This design comes from an exercise in tuning for small area, a short achievable clock period and few clock cycles on the open sky130 flow, not from production work.
Function was checked by simulation only, so behaviour that the tests miss may differ from the original.
Power figures rest on the tool's default switching activity, not on a simulated workload.

==> flow/design.v <==
module jzjpcc_alu
(
	input logic [2:0] aluOperation, 
	input logic aluMod, 
	input logic [31:0] aluOperandA, 
	input logic [31:0] aluOperandB, 
	output logic [31:0] aluResult_execute
);
logic [31:0] a;
logic [31:0] b;
assign a = aluOperandA;
assign b = aluOperandB;
always_comb
begin
	unique case (aluOperation)
		3'b000: aluResult_execute = a + (aluMod ? (~b) : b) + 32'(aluMod); 
		3'b001: aluResult_execute = a << b[4:0]; 
		3'b010: aluResult_execute = (signed'(a) < signed'(b)) ? 32'd1 : 32'd0; 
		3'b011: aluResult_execute = (a < b) ? 32'd1 : 32'd0; 
		3'b100: aluResult_execute = a ^ b; 
		3'b101: aluResult_execute = aluMod ? unsigned'(signed'(a) >>> b[4:0]) : (a >> b[4:0]); 
		3'b110: aluResult_execute = a | b;
		3'b111: aluResult_execute = a & b;
	endcase
end
endmodule
module jzjpcc_alumux
#(
	parameter int PC_MAX_B
)
(
	input logic [1:0] aluMuxMode, 
	input logic [31:0] rs1,
	input logic [PC_MAX_B:2] currentPC,
	input logic [31:0] rs2,
	input logic [31:0] immediate,
	input logic [31:0] bypassValueRS1_execute,
	input logic [31:0] bypassValueRS2_execute,
	input logic bypassRS1_execute,
	input logic bypassRS2_execute,
	output logic [31:0] aluOperandA, 
	output logic [31:0] aluOperandB 
);
logic [31:0] realRS1, realRS2;
assign realRS1 = bypassRS1_execute ? bypassValueRS1_execute : rs1;
assign realRS2 = bypassRS2_execute ? bypassValueRS2_execute : rs2;
always_comb 
begin
	unique case (aluMuxMode)
		2'b00: 
		begin
			aluOperandA = realRS1;
			aluOperandB = realRS2;
		end
		2'b01: 
		begin
			aluOperandA = realRS1;
			aluOperandB = immediate;
		end
		2'b10: 
		begin
			aluOperandA = 32'({currentPC, 2'b00});
			aluOperandB = 4;
		end
		2'b11: 
		begin
			aluOperandA = 32'({currentPC, 2'b00});
			aluOperandB = immediate;
		end
	endcase
end
endmodule
module jzjpcc_mem_processor
(
	input logic [2:0] funct3,
	input logic [31:0] rs2,
	input logic [31:0] rs1,
	input logic [31:0] immediateI,
	output logic [31:0] memDataToWrite_execute,
	output logic [31:2] memAddress_execute,
	output logic [3:0] memByteMask_execute
);
logic [31:0] bytewiseAddress;
assign bytewiseAddress = rs1 + immediateI;
assign memAddress_execute = bytewiseAddress[31:2];
logic [1:0] byteOffset;
assign byteOffset = bytewiseAddress[1:0];
always_comb
begin
	unique case (funct3[1:0]) 
		2'b00: 
		begin
			unique case (byteOffset)
				2'b00: memByteMask_execute = 4'b1000; 
				2'b01: memByteMask_execute = 4'b0100; 
				2'b10: memByteMask_execute = 4'b0010; 
				2'b11: memByteMask_execute = 4'b0001; 
			endcase
		end
		2'b01: 
		begin
			memByteMask_execute = byteOffset[1] ? 4'b0011 : 4'b1100; 
		end
		2'b10:
		begin
			memByteMask_execute = 4'b1111; 
		end
		default:
		begin
			memByteMask_execute = '0;
		end
	endcase
end
always_comb
begin
	unique case (funct3[1:0]) 
		2'b00: 
		begin
			unique case (byteOffset)
				2'b00: memDataToWrite_execute = {rs2[7:0], 24'h0}; 
				2'b01: memDataToWrite_execute = {8'h0, rs2[7:0], 16'h0}; 
				2'b10: memDataToWrite_execute = {16'h0, rs2[7:0], 8'h0}; 
				2'b11: memDataToWrite_execute = {24'h0, rs2[7:0]}; 
			endcase
		end
		2'b01: 
		begin
			memDataToWrite_execute = byteOffset[1] ? {16'h0, {rs2[7:0], rs2[15:8]}} : {{rs2[7:0], rs2[15:8]}, 16'h0}; 
		end
		2'b10: 
		begin
			memDataToWrite_execute = {rs2[7:0], rs2[15:8], rs2[23:16], rs2[31:24]}; 
		end
		default:
		begin
			memDataToWrite_execute = '0;
		end
	endcase
end
endmodule
module jzjpcc_execute
#(
	parameter int PC_MAX_B
)
(
	input logic clock,
	input logic reset,
	input logic [31:0] executeIF_immediate,
	input logic [31:0] executeIF_rs1,
	input logic [31:0] executeIF_rs2,
	input logic [PC_MAX_B:2] executeIF_currentPC,
	input logic [4:0] executeIF_rdAddr,
	input logic [2:0] executeIF_aluOperation,
	input logic executeIF_aluMod,
	input logic [1:0] executeIF_aluMuxMode,
	input logic [2:0] executeIF_funct3,
	input logic executeIF_memoryWriteEnable,
	input logic executeIF_rdSource,
	input logic executeIF_rdWriteEnable,
	output logic [31:2] memoryIF_memAddress,
	output logic [31:0] memoryIF_memDataToWrite,
	output logic [31:0] memoryIF_aluResult,
	output logic [4:0] memoryIF_rdAddr,
	output logic [3:0] memoryIF_memByteMask,
	output logic memoryIF_memoryWriteEnable,
	output logic memoryIF_rdSource,
	output logic memoryIF_rdWriteEnable,
	output logic [2:0] memoryIF_funct3,
	input logic [31:0] bypassValueRS1_execute,
	input logic [31:0] bypassValueRS2_execute,
	input logic bypassRS1_execute,
	input logic bypassRS2_execute
);
logic [31:2] memAddress_execute;
assign memoryIF_memoryWriteEnable = executeIF_memoryWriteEnable;
assign memoryIF_memAddress = memAddress_execute;
logic [31:0] aluOperandA;
logic [31:0] aluOperandB;
logic [31:0] aluResult_execute;
always_ff @(posedge clock, posedge reset)
begin
	if (reset)
	begin
		memoryIF_rdWriteEnable <= 1'b0;
	end
	else if (clock)
	begin
		memoryIF_aluResult <= aluResult_execute;
		memoryIF_rdAddr <= executeIF_rdAddr;
		memoryIF_rdSource <= executeIF_rdSource;
		memoryIF_rdWriteEnable <= executeIF_rdWriteEnable;
		memoryIF_funct3 <= executeIF_funct3;
	end
end
logic [31:0] realRS1_execute, realRS2_execute;
assign realRS1_execute = bypassRS1_execute ? bypassValueRS1_execute : executeIF_rs1;
assign realRS2_execute = bypassRS2_execute ? bypassValueRS2_execute : executeIF_rs2;
jzjpcc_alu alu (.*, .aluOperation(executeIF_aluOperation), .aluMod(executeIF_aluMod));
jzjpcc_alumux #(.PC_MAX_B(PC_MAX_B)) aluMultiplexer 	(.*, .aluMuxMode(executeIF_aluMuxMode), .rs1(executeIF_rs1), .currentPC(executeIF_currentPC),
																		.rs2(executeIF_rs2), .immediate(executeIF_immediate));
jzjpcc_mem_processor memOperandProcessor (.*, .funct3(executeIF_funct3), .rs2(realRS2_execute), .rs1(realRS1_execute), .immediateI(executeIF_immediate),
														.memDataToWrite_execute(memoryIF_memDataToWrite), .memByteMask_execute(memoryIF_memByteMask));
endmodule
module jzjpcc_immediateFormer
(
	input logic [31:2] instruction_decode,
	output logic [31:0] immediateI, 
	output logic [31:0] immediateB, 
	output logic [31:0] immediateJ, 
	output logic [31:0] immediate
);
logic signBit;
assign signBit = instruction_decode[31];
logic [31:0] immediateS;
logic [31:0] immediateU;
assign immediateI = {{21{signBit}}, instruction_decode[30:20]};
assign immediateS = {{21{signBit}}, instruction_decode[30:25], instruction_decode[11:7]};
assign immediateB = {{20{signBit}}, instruction_decode[7], instruction_decode[30:25], instruction_decode[11:8], 1'b0};
assign immediateU = {signBit, instruction_decode[30:12], 12'b0};
assign immediateJ = {{12{signBit}}, instruction_decode[19:12], instruction_decode[20], instruction_decode[30:21], 1'b0};
typedef enum logic[4:0] {LOAD = 5'b00000, OP_IMM = 5'b00100, AUIPC = 5'b00101, STORE = 5'b01000, LUI = 5'b01101} opcode_t;
opcode_t opcode;
assign opcode = opcode_t'(instruction_decode[6:2]);
always_comb
begin
	unique case (opcode)
		OP_IMM, LOAD: immediate = immediateI; 
		LUI, AUIPC: immediate = immediateU; 
		STORE: immediate = immediateS; 
		default: immediate = '0; 
	endcase
end
endmodule
module jzjpcc_control
(
	input logic [31:2] instruction_decode,
	output logic [2:0] aluOperation_decode,
	output logic aluMod_decode,
	output logic [1:0] aluMuxMode_decode, 
	output logic memoryWriteEnable_decode,
	output logic rdSource_decode,
	output logic rdWriteEnable_decode
);
logic [2:0] funct3;
logic [6:0] funct7;
assign funct3 = instruction_decode[14:12];
assign funct7 = instruction_decode[31:25];
typedef enum logic[4:0]
{
	LOAD = 5'b00000, MISC_MEM = 5'b00011, OP_IMM = 5'b00100, AUIPC = 5'b00101,
	STORE = 5'b01000, OP = 5'b01100, LUI = 5'b01101, BRANCH = 5'b11000,
	JALR = 5'b11001, JAL = 5'b11011, SYSTEM = 5'b11100
} opcode_t;
opcode_t opcode;
assign opcode = opcode_t'(instruction_decode[6:2]);
always_comb
begin
	unique case (opcode)
		LOAD:
		begin
			aluOperation_decode = 3'b000; 
			aluMod_decode = 0;
			aluMuxMode_decode = '0;
			memoryWriteEnable_decode = 1'b0;
			rdSource_decode = 1'b1; 
			rdWriteEnable_decode = 1'b1;
		end
		MISC_MEM:
		begin
			aluOperation_decode = '0;
			aluMod_decode = '0;
			aluMuxMode_decode = '0;
			memoryWriteEnable_decode = 1'b0;
			rdSource_decode = '0;
			rdWriteEnable_decode = 1'b0;
		end
		OP_IMM:
		begin
			aluOperation_decode = funct3;
			if (funct3 == 3'b101) 
				aluMod_decode = funct7[5];
			else
				aluMod_decode = 1'b0; 
			aluMuxMode_decode = 2'b01;
			memoryWriteEnable_decode = 1'b0;
			rdSource_decode = 1'b0; 
			rdWriteEnable_decode = 1'b1;
		end
		AUIPC:
		begin
			aluOperation_decode = 3'b000; 
			aluMod_decode = 0;
			aluMuxMode_decode = 2'b11;
			memoryWriteEnable_decode = 1'b0;
			rdSource_decode = 1'b0; 
			rdWriteEnable_decode = 1'b1;
		end
		STORE:
		begin
			aluOperation_decode = 3'b000; 
			aluMod_decode = 0;
			aluMuxMode_decode = '0;
			memoryWriteEnable_decode = 1'b1;
			rdSource_decode = '0;
			rdWriteEnable_decode = 1'b0;
		end
		OP:
		begin
			aluOperation_decode = funct3;
			aluMod_decode = funct7[5];
			aluMuxMode_decode = 2'b00;
			memoryWriteEnable_decode = 1'b0;
			rdSource_decode = 1'b0; 
			rdWriteEnable_decode = 1'b1;
		end
		LUI:
		begin
			aluOperation_decode = 3'b000; 
			aluMod_decode = 0;
			aluMuxMode_decode = 2'b01; 
			memoryWriteEnable_decode = 1'b0;
			rdSource_decode = 1'b0; 
			rdWriteEnable_decode = 1'b1;
		end
		BRANCH:
		begin
			aluOperation_decode = '0;
			aluMod_decode = '0;
			aluMuxMode_decode = '0;
			memoryWriteEnable_decode = 1'b0;
			rdSource_decode = '0;
			rdWriteEnable_decode = 1'b0;
		end
		JALR:
		begin
			aluOperation_decode = 3'b000;
			aluMod_decode = 1'b0;
			aluMuxMode_decode = 2'b10;
			memoryWriteEnable_decode = 1'b0;
			rdSource_decode = 1'b0; 
			rdWriteEnable_decode = 1'b1;
		end
		JAL:
		begin
			aluOperation_decode = 3'b000;
			aluMod_decode = 1'b0;
			aluMuxMode_decode = 2'b10;
			memoryWriteEnable_decode = 1'b0;
			rdSource_decode = 1'b0; 
			rdWriteEnable_decode = 1'b1;
		end
		SYSTEM:
		begin
			aluOperation_decode = '0;
			aluMod_decode = '0;
			aluMuxMode_decode = '0;
			memoryWriteEnable_decode = 1'b0;
			rdSource_decode = '0;
			rdWriteEnable_decode = 1'b0;
		end
		default:
		begin
			aluOperation_decode = '0;
			aluMod_decode = '0;
			aluMuxMode_decode = '0;
			memoryWriteEnable_decode = '0;
			rdSource_decode = '0;
			rdWriteEnable_decode = '0;
		end
	endcase
end
endmodule 
module jzjpcc_branch_unit
#(
	parameter int PC_MAX_B
)
(
	input logic [31:2] instruction_decode,
	input logic [31:0] immediateI,
	input logic [31:0] immediateB,
	input logic [31:0] immediateJ,
	input logic [31:0] realRS1,
	input logic [31:0] realRS2,
	input logic [PC_MAX_B:2] currentPC_decode,
	output logic pcCTWriteEnable, 
	output logic [PC_MAX_B:2] controlTransferNewPC,
	output logic controlTransfer_decode 
);
typedef enum logic[4:0] {BRANCH = 5'b11000, JALR = 5'b11001, JAL = 5'b11011} opcode_t;
opcode_t opcode;
logic [2:0] funct3;
assign opcode = opcode_t'(instruction_decode[6:2]);
assign funct3 = instruction_decode[14:12];
assign controlTransfer_decode = (opcode == BRANCH) || (opcode == JALR) || (opcode == JAL);
always_comb
begin
	unique case (opcode)
		BRANCH:
		begin
			unique case (funct3)
				3'b000: pcCTWriteEnable = realRS1 == realRS2; 
				3'b001: pcCTWriteEnable = realRS1 != realRS2; 
				3'b100: pcCTWriteEnable = $signed(realRS1) < $signed(realRS2); 
				3'b101: pcCTWriteEnable = $signed(realRS1) >= $signed(realRS2); 
				3'b110: pcCTWriteEnable = realRS1 < realRS2; 
				3'b111: pcCTWriteEnable = realRS1 >= realRS2; 
				default: pcCTWriteEnable = '0;
			endcase
		end
		JALR: pcCTWriteEnable = 1'b1;
		JAL: pcCTWriteEnable = 1'b1;
		default: pcCTWriteEnable = 1'b0;
	endcase
end
localparam PC_BITS = PC_MAX_B - 1;
always_comb
begin
	unique case (opcode)
		BRANCH: controlTransferNewPC = currentPC_decode + PC_BITS'(immediateB >> 2);
		JALR: controlTransferNewPC = PC_BITS'((realRS1 + immediateI) >> 2);
		JAL: controlTransferNewPC = currentPC_decode + PC_BITS'(immediateJ >> 2);
		default: controlTransferNewPC = '0;
	endcase
end
endmodule
module jzjpcc_decode
#(
	parameter int PC_MAX_B
)
(
	input logic clock,
	input logic reset,
	input logic [31:2] instruction_decode,
	input logic [PC_MAX_B:2] currentPC_decode,
	output logic [31:0] executeIF_immediate,
	output logic [31:0] executeIF_rs1,
	output logic [31:0] executeIF_rs2,
	output logic [PC_MAX_B:2] executeIF_currentPC,
	output logic [4:0] executeIF_rdAddr,
	output logic [2:0] executeIF_aluOperation,
	output logic executeIF_aluMod,
	output logic [1:0] executeIF_aluMuxMode,
	output logic [2:0] executeIF_funct3,
	output logic executeIF_memoryWriteEnable,
	output logic executeIF_rdSource,
	output logic executeIF_rdWriteEnable,
	output logic [4:0] executeIF_rs1Addr,
	output logic [4:0] executeIF_rs2Addr,
	output logic [4:0] rs1Addr_decode, 
	output logic [4:0] rs2Addr_decode, 
	input logic [31:0] rs1_decode,
	input logic [31:0] rs2_decode,
	output logic pcCTWriteEnable, 
	output logic [PC_MAX_B:2] controlTransferNewPC,
	output logic controlTransfer_decode,
	input logic flush_execute,
	input logic [31:0] bypassValueRS1_decode,
	input logic [31:0] bypassValueRS2_decode,
	input logic bypassRS1_decode,
	input logic bypassRS2_decode
);
logic [31:0] realRS1, realRS2;
assign realRS1 = bypassRS1_decode ? bypassValueRS1_decode : rs1_decode;
assign realRS2 = bypassRS2_decode ? bypassValueRS2_decode : rs2_decode;
logic [31:0] immediate;
logic [31:0] immediateI;
logic [31:0] immediateB;
logic [31:0] immediateJ;
assign rs1Addr_decode = (instruction_decode[6:2] == 5'b01101) ? 5'd0 : instruction_decode[19:15];
assign rs2Addr_decode = instruction_decode[24:20];
logic [2:0] aluOperation_decode;
logic aluMod_decode;
logic [1:0] aluMuxMode_decode; 
logic memoryWriteEnable_decode;
logic rdSource_decode;
logic rdWriteEnable_decode;
always_ff @(posedge clock, posedge reset)
begin
	if (reset)
	begin
		executeIF_rdWriteEnable <= 1'b0;
		executeIF_memoryWriteEnable <= 1'b0;
	end
	else if (clock)
	begin
		if (flush_execute)
		begin
			executeIF_rdWriteEnable <= 1'b0;
			executeIF_memoryWriteEnable <= 1'b0;
		end
		else
		begin
			executeIF_rdWriteEnable <= rdWriteEnable_decode;
			executeIF_memoryWriteEnable <= memoryWriteEnable_decode;
		end
		executeIF_aluOperation <= aluOperation_decode;
		executeIF_aluMod <= aluMod_decode;
		executeIF_aluMuxMode <= aluMuxMode_decode;
		executeIF_rdSource <= rdSource_decode;
		executeIF_rdAddr <= instruction_decode[11:7];
		executeIF_funct3 <= instruction_decode[14:12];
		executeIF_immediate <= immediate;
		executeIF_currentPC <= currentPC_decode;
		executeIF_rs1 <= realRS1;
		executeIF_rs2 <= realRS2;
		executeIF_rs1Addr <= rs1Addr_decode;
		executeIF_rs2Addr <= rs2Addr_decode;
	end
end
jzjpcc_immediateFormer immediateFormer (.*);
jzjpcc_control control (.*);
jzjpcc_branch_unit #(.PC_MAX_B(PC_MAX_B)) branchUnit (.*); 
endmodule
module jzjpcc_pc 
#(
	parameter int PC_MAX_B,
	parameter logic [31:0] RESET_VECTOR
)
(
	input logic clock,
	input logic reset,
	input logic initialize, 
	input logic stall_fetch, 
	input logic pcCTWriteEnable, 
	input logic [PC_MAX_B:2] controlTransferNewPC,
	output logic [PC_MAX_B:2] currentPC_fetch, 
	output logic [PC_MAX_B:2] nextPC 
);
localparam PC_BITS = PC_MAX_B - 1;
logic [PC_MAX_B:2] nextSequentialPC;
assign nextSequentialPC = currentPC_fetch + PC_BITS'(1); 
assign nextPC = (pcCTWriteEnable && !stall_fetch) ? controlTransferNewPC : nextSequentialPC;
always_ff @(posedge clock, posedge reset)
begin
	if (reset)
	begin
		currentPC_fetch <= 0; 
	end
	else if (clock)
	begin
		if (!(initialize || stall_fetch))
		begin
			currentPC_fetch <= nextPC;
		end 
	end
end
endmodule 
module jzjpcc_fetch
#(
	parameter int PC_MAX_B,
	parameter logic [31:0] RESET_VECTOR
)
(
	input logic clock,
	input logic reset,
	output logic [31:2] instruction_decode, 
	output logic [PC_MAX_B:2] currentPC_decode,
	input logic pcCTWriteEnable, 
	input logic [PC_MAX_B:2] controlTransferNewPC,
	input logic [31:2] instruction_fetch, 
	output logic [PC_MAX_B:2] instructionAddressToLatch,
	input logic stall_fetch, 
	input logic stall_decode, 
	input logic flush_decode
);
logic initialize; 
logic [PC_MAX_B:2] currentPC_fetch; 
logic [PC_MAX_B:2] nextPC;
localparam PC_BITS = PC_MAX_B - 1;
assign instructionAddressToLatch = initialize ? PC_BITS'(RESET_VECTOR[31:2]) : (stall_fetch ? currentPC_fetch : nextPC);
always_ff @(posedge clock, posedge reset)
begin
	if (reset)
	begin
		instruction_decode <= 30'(32'h00000013 >> 2); 
		currentPC_decode <= PC_BITS'(RESET_VECTOR[31:2]);
	end
	else if (clock)
	begin
		if (initialize | flush_decode)
		begin
			instruction_decode <= 30'(32'h00000013 >> 2); 
		end
		else if (!stall_decode)
		begin
			instruction_decode <= instruction_fetch; 
			currentPC_decode <= currentPC_fetch; 
		end
	end
end
always_ff @(posedge clock, posedge reset)
begin
	if (reset)
	begin
		initialize <= 1'b1;
	end
	else if (clock)
	begin
		initialize <= 1'b0;
	end
end
jzjpcc_pc #(.PC_MAX_B(PC_MAX_B), .RESET_VECTOR(RESET_VECTOR)) programCounter (.*);
endmodule
module jzjpcc_memory
(
	input logic clock,
	input logic reset,
	input logic [31:2] memoryIF_memAddress,
	input logic [31:0] memoryIF_memDataToWrite,
	input logic [31:0] memoryIF_aluResult,
	input logic [4:0] memoryIF_rdAddr,
	input logic [3:0] memoryIF_memByteMask,
	input logic memoryIF_memoryWriteEnable,
	input logic memoryIF_rdSource,
	input logic memoryIF_rdWriteEnable,
	input logic [2:0] memoryIF_funct3,
	output logic [4:0] writebackIF_rdAddr,
	output logic writebackIF_rdWriteEnable,
	output logic writebackIF_rdSource,
	output logic [31:0] writebackIF_memoryOut,
	output logic [31:0] writebackIF_aluResult,
	output logic [2:0] writebackIF_funct3,
	output logic [3:0] writebackIF_memByteMask,
	output logic memDataBackendIF_memWriteEnable,
	output logic [31:2] memDataBackendIF_memAddress,
	output logic [31:0] memDataBackendIF_memDataToWrite,
	output logic [3:0] memDataBackendIF_memByteMask,
	input logic [31:0] memDataBackendIF_memDataRead
);
assign memDataBackendIF_memWriteEnable = memoryIF_memoryWriteEnable;
assign memDataBackendIF_memAddress = memoryIF_memAddress;
assign memDataBackendIF_memDataToWrite = memoryIF_memDataToWrite;
assign memDataBackendIF_memByteMask = memoryIF_memByteMask;
logic [3:0] memByteMaskSync; 
always_ff @(posedge clock, posedge reset)
begin
	if (reset)
	begin
		writebackIF_rdWriteEnable <= 1'b0;
	end
	else if (clock)
	begin
		writebackIF_rdAddr <= memoryIF_rdAddr;
		writebackIF_rdWriteEnable <= memoryIF_rdWriteEnable;
		writebackIF_rdSource <= memoryIF_rdSource;
		writebackIF_memoryOut <= memDataBackendIF_memDataRead;
		writebackIF_aluResult <= memoryIF_aluResult;
		writebackIF_funct3 <= memoryIF_funct3;
		memByteMaskSync <= memoryIF_memByteMask;
		writebackIF_memByteMask <= memByteMaskSync;
	end
end
endmodule
module jzjpcc_writeback
(
	input logic [4:0] writebackIF_rdAddr,
	input logic writebackIF_rdWriteEnable,
	input logic writebackIF_rdSource,
	input logic [31:0] writebackIF_memoryOut,
	input logic [31:0] writebackIF_aluResult,
	input logic [2:0] writebackIF_funct3,
	input logic [3:0] writebackIF_memByteMask,
	output logic [4:0] rdAddr_writebackEnd,
	output logic [31:0] rd_writebackEnd, 
	output logic rdWriteEnable_writebackEnd
);
assign rdWriteEnable_writebackEnd = writebackIF_rdWriteEnable; 
assign rdAddr_writebackEnd = writebackIF_rdAddr; 
logic [31:0] processedMemoryOut;
logic [15:0] memoryHalfword;
logic [7:0] memoryByte;
always_comb
begin
	unique case (writebackIF_funct3)
		3'b000: 
		begin
			processedMemoryOut = {{24{memoryByte[7]}}, memoryByte};
		end
		3'b001: 
		begin
			processedMemoryOut = {{16{memoryHalfword[15]}}, memoryHalfword};
		end
		3'b010: 
		begin
			processedMemoryOut = {writebackIF_memoryOut[7:0], writebackIF_memoryOut[15:8], writebackIF_memoryOut[23:16], writebackIF_memoryOut[31:24]};
		end
		3'b100: 
		begin
			processedMemoryOut = {24'h0, memoryByte};
		end
		3'b101: 
		begin
			processedMemoryOut = {16'h0, memoryHalfword};
		end
		default: processedMemoryOut = '0;
	endcase
end
always_comb
begin
	unique case (writebackIF_memByteMask)
		4'b1000: memoryByte = writebackIF_memoryOut[31:24];
		4'b0100: memoryByte = writebackIF_memoryOut[23:16];
		4'b0010: memoryByte = writebackIF_memoryOut[15:8];
		4'b0001: memoryByte = writebackIF_memoryOut[7:0];
		default: memoryByte = '0;
	endcase
	unique case (writebackIF_memByteMask)
		4'b1100: memoryHalfword = {writebackIF_memoryOut[23:16], writebackIF_memoryOut[31:24]};
		4'b0011: memoryHalfword = {writebackIF_memoryOut[7:0], writebackIF_memoryOut[15:8]};
		default: memoryHalfword = '0;
	endcase
end
assign rd_writebackEnd = writebackIF_rdSource ? processedMemoryOut : writebackIF_aluResult; 
endmodule
module jzjpcc_hazard_unit
(
	input logic [4:0] rs1Addr_decode,
	input logic [4:0] rs1Addr_execute,
	input logic [4:0] rs2Addr_decode,
	input logic [4:0] rs2Addr_execute,
	input logic [4:0] rdAddr_execute,
	input logic [4:0] rdAddr_memory,
	input logic [4:0] rdAddr_writeback,
	input logic rdWriteEnable_execute,
	input logic rdWriteEnable_memory,
	input logic rdWriteEnable_writeback,
	input logic rdSource_execute,
	input logic rdSource_memory,
	input logic pcCTWriteEnable,
	input logic controlTransfer_decode, 
	output logic stall_fetch,
	output logic stall_decode,
	output logic flush_decode,
	output logic flush_execute,
	input logic [31:0] aluResult_memory,
	input logic [31:0] rd_writebackEnd,
	output logic [31:0] bypassValueRS1_decode,
	output logic [31:0] bypassValueRS1_execute,
	output logic [31:0] bypassValueRS2_decode,
	output logic [31:0] bypassValueRS2_execute,
	output logic bypassRS1_decode,
	output logic bypassRS1_execute,
	output logic bypassRS2_decode,
	output logic bypassRS2_execute
);
logic memoryStall; 
logic controlStall; 
assign stall_fetch = memoryStall | controlStall;
assign stall_decode = memoryStall | controlStall;
assign flush_execute = memoryStall | controlStall;
assign flush_decode = pcCTWriteEnable && !(memoryStall | controlStall); 
always_comb
begin
	if ((rs1Addr_execute != 0) && (rs1Addr_execute == rdAddr_memory) && rdWriteEnable_memory) 
	begin
		bypassValueRS1_execute = aluResult_memory;
		bypassRS1_execute = 1'b1;
	end
	else if ((rs1Addr_execute != 0) && (rs1Addr_execute == rdAddr_writeback) && rdWriteEnable_writeback) 
	begin
		bypassValueRS1_execute = rd_writebackEnd;
		bypassRS1_execute = 1'b1;
	end
	else
	begin
		bypassValueRS1_execute = '0;
		bypassRS1_execute = 1'b0;
	end
	if ((rs2Addr_execute != 0) && (rs2Addr_execute == rdAddr_memory) && rdWriteEnable_memory) 
	begin
		bypassValueRS2_execute = aluResult_memory;
		bypassRS2_execute = 1'b1;
	end
	else if ((rs2Addr_execute != 0) && (rs2Addr_execute == rdAddr_writeback) && rdWriteEnable_writeback) 
	begin
		bypassValueRS2_execute = rd_writebackEnd;
		bypassRS2_execute = 1'b1;
	end
	else
	begin
		bypassValueRS2_execute = '0;
		bypassRS2_execute = 1'b0;
	end
end
always_comb
begin
	bypassValueRS1_decode = aluResult_memory; 
	bypassRS1_decode = (rs1Addr_decode != 0) && (rs1Addr_decode == rdAddr_memory) && rdWriteEnable_memory; 
	bypassValueRS2_decode = aluResult_memory; 
	bypassRS2_decode = (rs2Addr_decode != 0) && (rs2Addr_decode == rdAddr_memory) && rdWriteEnable_memory; 
end
assign memoryStall = (((rs1Addr_decode != 0) && (rs1Addr_decode == rdAddr_execute)) ||
							((rs2Addr_decode != 0) && (rs2Addr_decode == rdAddr_execute)))
							&& rdSource_execute && rdWriteEnable_execute;
assign controlStall = (controlTransfer_decode && rdWriteEnable_execute && ((rs1Addr_decode == rdAddr_execute) || (rs2Addr_decode == rdAddr_execute))) ||
							 (controlTransfer_decode && rdWriteEnable_memory && rdSource_memory && ((rs1Addr_decode == rdAddr_memory) || (rs2Addr_decode == rdAddr_memory)));
endmodule
module jzjpcc_regfile
(
	input logic clock,
	input logic reset,
	input logic [4:0] rs1Addr_decode,
	input logic [4:0] rs2Addr_decode,
	output logic [31:0] rs1_decode,
	output logic [31:0] rs2_decode,
	input logic [4:0] rdAddr_writebackEnd,
	input logic [31:0] rd_writebackEnd, 
	input logic rdWriteEnable_writebackEnd
);
logic [31:0] registerFile [31:1]; 
always_comb
begin
	if (rs1Addr_decode == 0)
		rs1_decode = 0;
	else if (rdWriteEnable_writebackEnd && (rdAddr_writebackEnd == rs1Addr_decode))
		rs1_decode = rd_writebackEnd;
	else
		rs1_decode = registerFile[rs1Addr_decode];
	if (rs2Addr_decode == 0)
		rs2_decode = 0;
	else if (rdWriteEnable_writebackEnd && (rdAddr_writebackEnd == rs2Addr_decode))
		rs2_decode = rd_writebackEnd;
	else
		rs2_decode = registerFile[rs2Addr_decode];
end
always_ff @(posedge clock, posedge reset)
begin
	if (reset)
	begin
		for (int i = 1; i < 32; ++i)
		begin
			registerFile[i] <= 0;
		end
	end
	else
	begin
		if (rdWriteEnable_writebackEnd && (rdAddr_writebackEnd != 0))
			registerFile[rdAddr_writebackEnd] <= rd_writebackEnd; 
	end
end
endmodule
module jzjpcc
#(
	parameter int RAM_A_WIDTH = 12, 
	parameter logic [31:0] RESET_VECTOR = 32'h00000000 
)
(
	input logic clock,
	input logic reset, 
	output logic [RAM_A_WIDTH + 1:2] imem_addr,
	input logic [31:0] imem_data, 
	output logic [RAM_A_WIDTH + 1:2] dmem_addr,
	output logic dmem_we,
	output logic [3:0] dmem_be, 
	output logic [31:0] dmem_wdata, 
	input logic [31:0] dmem_rdata 
);
localparam int PC_MAX_B = RAM_A_WIDTH + 1; 
logic pcCTWriteEnable; 
logic [PC_MAX_B:2] controlTransferNewPC; 
logic stall_fetch;
logic stall_decode;
logic flush_decode;
logic controlTransfer_decode;
logic [31:2] instruction_decode;
logic [PC_MAX_B:2] currentPC_decode;
logic flush_execute;
logic [31:0] executeIF_immediate;
logic [31:0] executeIF_rs1;
logic [31:0] executeIF_rs2;
logic [PC_MAX_B:2] executeIF_currentPC;
logic [4:0] executeIF_rdAddr;
logic [2:0] executeIF_aluOperation;
logic executeIF_aluMod;
logic [1:0] executeIF_aluMuxMode;
logic [2:0] executeIF_funct3;
logic executeIF_memoryWriteEnable;
logic executeIF_rdSource;
logic executeIF_rdWriteEnable;
logic [4:0] executeIF_rs1Addr;
logic [4:0] executeIF_rs2Addr;
logic [31:2] memoryIF_memAddress;
logic [31:0] memoryIF_memDataToWrite;
logic [31:0] memoryIF_aluResult;
logic [4:0] memoryIF_rdAddr;
logic [3:0] memoryIF_memByteMask;
logic memoryIF_memoryWriteEnable;
logic memoryIF_rdSource;
logic memoryIF_rdWriteEnable;
logic [2:0] memoryIF_funct3;
logic [4:0] writebackIF_rdAddr;
logic writebackIF_rdWriteEnable;
logic writebackIF_rdSource;
logic [31:0] writebackIF_memoryOut;
logic [31:0] writebackIF_aluResult;
logic [2:0] writebackIF_funct3;
logic [3:0] writebackIF_memByteMask;
logic [31:2] instruction_fetch;
logic [PC_MAX_B:2] instructionAddressToLatch;
logic memDataBackendIF_memWriteEnable;
logic [31:2] memDataBackendIF_memAddress;
logic [31:0] memDataBackendIF_memDataToWrite;
logic [3:0] memDataBackendIF_memByteMask;
logic [31:0] memDataBackendIF_memDataRead;
logic [4:0] rs1Addr_decode;
logic [4:0] rs2Addr_decode;
logic [31:0] rs1_decode;
logic [31:0] rs2_decode;
logic [4:0] rdAddr_writebackEnd;
logic [31:0] rd_writebackEnd; 
logic rdWriteEnable_writebackEnd;
logic [31:0] bypassValueRS1_decode;
logic [31:0] bypassValueRS1_execute;
logic [31:0] bypassValueRS2_decode;
logic [31:0] bypassValueRS2_execute;
logic bypassRS1_decode;
logic bypassRS1_execute;
logic bypassRS2_decode;
logic bypassRS2_execute;
jzjpcc_fetch #(.PC_MAX_B(PC_MAX_B), .RESET_VECTOR(RESET_VECTOR)) fetchStage (.*);
jzjpcc_decode #(.PC_MAX_B(PC_MAX_B)) decodeStage (.*);
jzjpcc_execute #(.PC_MAX_B(PC_MAX_B)) executeStage (.*);
jzjpcc_memory memoryStage (.*);
jzjpcc_writeback writebackStage (.*);
assign imem_addr = instructionAddressToLatch;
assign instruction_fetch = imem_data[31:2];
assign dmem_addr = memDataBackendIF_memAddress[PC_MAX_B:2];
assign dmem_we = memDataBackendIF_memWriteEnable;
assign dmem_be = {memDataBackendIF_memByteMask[0], memDataBackendIF_memByteMask[1], memDataBackendIF_memByteMask[2], memDataBackendIF_memByteMask[3]};
assign dmem_wdata = {memDataBackendIF_memDataToWrite[7:0], memDataBackendIF_memDataToWrite[15:8], memDataBackendIF_memDataToWrite[23:16], memDataBackendIF_memDataToWrite[31:24]};
assign memDataBackendIF_memDataRead = {dmem_rdata[7:0], dmem_rdata[15:8], dmem_rdata[23:16], dmem_rdata[31:24]};
jzjpcc_regfile registerFile (.*);
jzjpcc_hazard_unit hazardUnit (.*, .rs1Addr_execute(executeIF_rs1Addr), .rs2Addr_execute(executeIF_rs2Addr), .rdAddr_execute(executeIF_rdAddr),
										.rdAddr_memory(memoryIF_rdAddr), .rdAddr_writeback(writebackIF_rdAddr), .aluResult_memory(memoryIF_aluResult),
										.rdWriteEnable_execute(executeIF_rdWriteEnable), .rdWriteEnable_memory(memoryIF_rdWriteEnable),
										.rdWriteEnable_writeback(writebackIF_rdWriteEnable), .rdSource_execute(executeIF_rdSource), .rdSource_memory(memoryIF_rdSource));
endmodule
==> flow/run.sh <==
#!/bin/bash
# synth_recipe.tcl (not shown) runs the flow's synth.tcl, then flattens the netlist and writes it again
# the make line also repeats each setting of config.mk as NAME=value (left out here)
make -C /OpenROAD-flow-scripts/flow DESIGN_CONFIG=/design/flow/config.mk WORK_HOME=/design/flow/orfs CLKGATE_MAP_FILE= SYNTH_SCRIPT=/design/flow/synth_recipe.tcl finish
==> flow/config.mk <==
export PLATFORM = sky130hd
export DESIGN_NAME = jzjpcc
export DESIGN_NICKNAME = jzjpcc
export VERILOG_FILES = /design/flow/design.v
export SDC_FILE = /design/flow/constraint.sdc
export NUM_CORES = 4
export LEC_CHECK = 0
export CAP_MARGIN = 20
export CORE_MARGIN = 2
export CORE_UTILIZATION = 35
export PLACE_DENSITY = 0.55
export SETUP_SLACK_MARGIN = 0.2
export SLEW_MARGIN = 20
==> flow/constraint.sdc <==
create_clock -name core_clock -period 12.5 [get_ports {clock}]
set_input_delay 2.5000 -clock core_clock [delete_from_list [all_inputs] [get_ports {clock}]]
set_output_delay 2.5000 -clock core_clock [all_outputs]
set_load 0.01 [all_outputs]
==> results.cfg <==
[status]
status = no timing/DRC/antenna violations

[timing]
fmax_ghz = 0.0828
skew_ns = 0.0665
rsz0062_at_grt = false
finalCritPeriodShare = 0.966
worst-slew-pin-transition_ns = 1.29
tns_ns = 0
max_slew_margin = 0.137
period_needed_ns = 12.08
final-hold-violation-count = 0
final_max_slew_viol_count = 0
setup_viol = 0

[floorplan]
die_area_um2 = 214000
io_pins = 127
start_util = 0.351
die_h_um = 462
die_w_um = 462
coreArea_um2 = 209000
rows = 168

[synthesis]
syn-instance-count = 8137
synthSimpleGateAreaFrac = 0.142
synth_edf_count = 255
synth-compound-area-share = 0.271
synth-seq-area-share = 0.462
synth_nets = 8402
synth_xor_area_frac = 0.0163
mappedNetlistArea_um2 = 73400
ys_types = 110
ys_ff_latch = 1306
synth.avg_cell_area_um2 = 9.03
synth_adder_area_share = 0.0342
yosys_warnings = 15
synth-main-ff-cell = dfrtp_1
synth_top_family_by_area = compound AO/OA/AOI/OAI gates
async_flop_share = 0.805
synthMuxAreaShare = 0.0253

[detailed_routing]
finalWirelength_um = 382000
route.detailed.drc = 0
vias = 72400
via_per_inst = 6.65
drt_iter0_markers = 14000
wire_per_inst_um = 35.1
dr.pass1.iters = 12
drtAntennaViolNets = 0

[placed_design]
dp_hpwl_um = 238000
io_buffer_count = 124
gp_congestion = 0.977
dp_cells = 10600

[clock_network]
post_cts_buffers = 0
cts_root_buf = clkbuf_16
cts.htree.levels = 4
clock_latency_ns = 0.86
tritoncts = built
clkSlewWorstSetupHoldPaths_ns = 0.06
cts_hold_buf = 0
numCtsBuffers = 149
clock_sinks = 1306
clockBufferDepth = 3

[global_route]
grt_max_degree = 157
antenna_found_initial = 27
gr-usage-all-layers = 0.349
grt_pass1_vias = 67000
grt_pass1_wl_um = 529000
gr-total-overflow = 0

[run]
cap_viol_max_count = 0

[layout]
final_common_cell = nand2_1
stdcell_count = 10900
drive_gt1_frac = 0.0930
multi_input_area_um2 = 36800
num-nets-final = 8215
final_cell_mix = nand2_1 (1,499), o21ai_0 (1,205), dfrtp_1 (1,049), a221oi_1 (357), nor2_1 (330)
seqCellArea_um2 = 34000
syn2layout_area_growth_pct = 14.4
fillers = 20700

[critical_path]
crit_slowest_cell = nor2_4
cp.arrival_ns = 9.58
crit_path_start_kind = flop
end_kind = output port
cp.required_ns = 10.00
crit_top_cell = nand4_1
crit_buf_inv = 4
critPathTopFamily = simple AND/OR/NAND/NOR gates
critPathMaxStageDelay_ns = 0.73
worstSetupPathType = flop to output port
path_max_fanout = 26

[power_and_ir_drop]
ir_drop_mv = 0.155
p_leak_nw = 34.8
power_density_nw_per_um2 = 158

[worst_hold_path]
hold_class = flop to flop
power by group:
group          internal [W]  leakage (nW)  switching (W)
sequential          0.00503          16.7       0.000719
clock               0.00273          2.56        0.00201
combinational      0.000940          15.6        0.00187
Yosys cell counts, types with 109 or more instances:
library cell	instances	area, um2
dfrtp_1	1049	26300
a22oi_1	216	1620
nor2_1	374	1400
edfxtp_1	255	7660
a221oi_1	357	3130
a21oi_1	282	1410
clkbuf_1	630	2360
nand4_1	149	932
o21ai_0	1206	6040
mux2i_1	109	1090
a22o_1	321	2810
nand3_1	110	551
inv_1	172	646
nand2_1	1523	5720
ha_1	196	2450
layer usage:
layer / up-vias / global-route usage / wire (um)
met5: - / 0.00385 / 207
met2: 5831 / 0.484 / 152000
li1: 29700 / - / -
met1: 35200 / 0.461 / 148000
met4: 26 / 0.202 / 27600
met3: 1593 / 0.129 / 54300
timing repair:
| action | CTS | global route |
|---|---|---|
| hold endpoints to repair | 0 | 0 |
| resized for setup | 0 | 3 |
| endpoints found under the setup margin | 0 | 8 |
registers in the layout, indices dropped and copies added (netlist names), 4 cells and up:
register                                   count
executeStage.memoryIF_aluResult               32
decodeStage.executeIF_immediate               32
decodeStage.executeIF_rs2                     32
decodeStage.executeIF_rs1Addr                  5
fetchStage.programCounter.currentPC_fetch     12
executeStage.memoryIF_rdAddr                   5
decodeStage.executeIF_rs2Addr                  5
memoryStage.writebackIF_memoryOut             32
decodeStage.executeIF_rdAddr                   5
memoryStage.writebackIF_rdAddr                 5
memoryStage.memByteMaskSync                    4
decodeStage.executeIF_currentPC               12
memoryStage.writebackIF_memByteMask            4
fetchStage.instruction_decode                 30
fetchStage.currentPC_decode                   12
registerFile.registerFile                    992
decodeStage.executeIF_rs1                     32
memoryStage.writebackIF_aluResult             32
per-stage QoR:
| stage | cell area, um2 | hold slack [ns] | setup slack, ns | utilization | power (W) |
|---|---|---|---|---|---|
| global placement | 78600 | 0.376 | 1.47 | 0.376 | 0.00841 |
| finish | 84000 | 0.403 | 0.423 | 0.402 | 0.0133 |
| CTS | 83900 | 0.398 | 0.544 | 0.401 | 0.0131 |
| detailed placement | 78700 | 0.382 | 1.43 | 0.376 | 0.00847 |
| floorplan | 73400 | 0.361 | -11.78 | - | 0.00725 |
| global route | 84000 | 0.398 | 0.270 | 0.402 | 0.0137 |
final timing paths:
check,startpoint,end,slack [ns],cells past startpoint
min in group asynchronous,reset,registerFile.registerFile[11][2],2.21,2
worst min register to register,decodeStage.executeIF_rdWriteEnable,executeStage.memoryIF_rdWriteEnable,0.40,0
worst min-delay path,decodeStage.executeIF_rdWriteEnable,executeStage.memoryIF_rdWriteEnable,0.40,0
worst max register to register,fetchStage.instruction_decode[2],fetchStage.programCounter.currentPC_fetch[6],4.22,27
worst max-delay path,fetchStage.instruction_decode[2],imem_addr[5],0.42,28
max in group asynchronous,reset,memoryStage.writebackIF_rdWriteEnable,7.82,4
cell families (layout without fill, tap and decap cells):
group / after synthesis / after routing
DFF: 1306 / 1306
and+or+nand+nor: 2442 / 2442
muxes: 173 / 173
xor gates and xnor gates: 135 / 135
adders and majority gates: 199 / 199
AOI/OAI and AO/OA: 2979 / 2979
other: 1 / 10
buffers and inverters: 902 / 837
layout make-up:
| cell class | instances | share of cell area |
|---|---|---|
| diodes | 9 | 0.000268 |
| clock buffers | 213 | 0.0520 |
| clock inverters | 60 | 0.0104 |
| inverters | 179 | 0.00810 |
| multi-input cells | 5929 | 0.438 |
| flip-flops and latches | 1306 | 0.404 |
| well taps | 2805 | 0.0418 |
| repair buffers | 385 | 0.0454 |
worst register-to-register path, cell delays in order, from the launching register on:
cell,delay [ns]
dfrtp_1,0.51
nor4bb_4,0.21
buf_4,0.26
nand2_2,0.30
nand3_1,0.35
nor2_4,0.73
buf_4,0.71
a22oi_1,0.16
nand3_1,0.15
a221oi_1,0.06
nand4_1,0.15
o22a_1,0.35
a21oi_1,0.28
a211oi_1,0.53
ha_1,0.34
nand4_1,0.12
nor2_1,0.13
a21oi_1,0.16
o211ai_1,0.27
a211oi_1,0.67
nand2_1,0.17
o211ai_1,0.21
nor3_1,0.12
o21ai_2,0.22
buf_4,0.32
nor2_1,0.16
a22oi_1,0.39
nand3_1,0.13
Testbench counts, summed over its fixed seeds: cycles 61,383.

## port drivers added, routing unchanged
In the flow no input, the clock included, has a driving cell. The finished layout below was timed again as built, in two steps. Step 1 sets driving cells, clkbuf_16 on the clock port and buf_2 on the other inputs (assumed; they add their load-dependent delay and slew). Step 2, shift: input delay + t, output delay - t, t = (earliest + latest rising clock arrival at the registers) / 2. This alone moves slack from input paths to output paths. Three values: ideal, step 1, step 2; two values: the first two.
t, ns: 0.923
setup slack, ns: 0.423 / 0.328 / 1.251
clock arrival spread, ns: 0.070 / 0.071
worst data-port slew with drivers (ns): 0.04
After both steps this run still meets setup and hold. For this run, drivers alone change the setup slack by -0.095 ns; drivers and shift together by +0.828 ns.
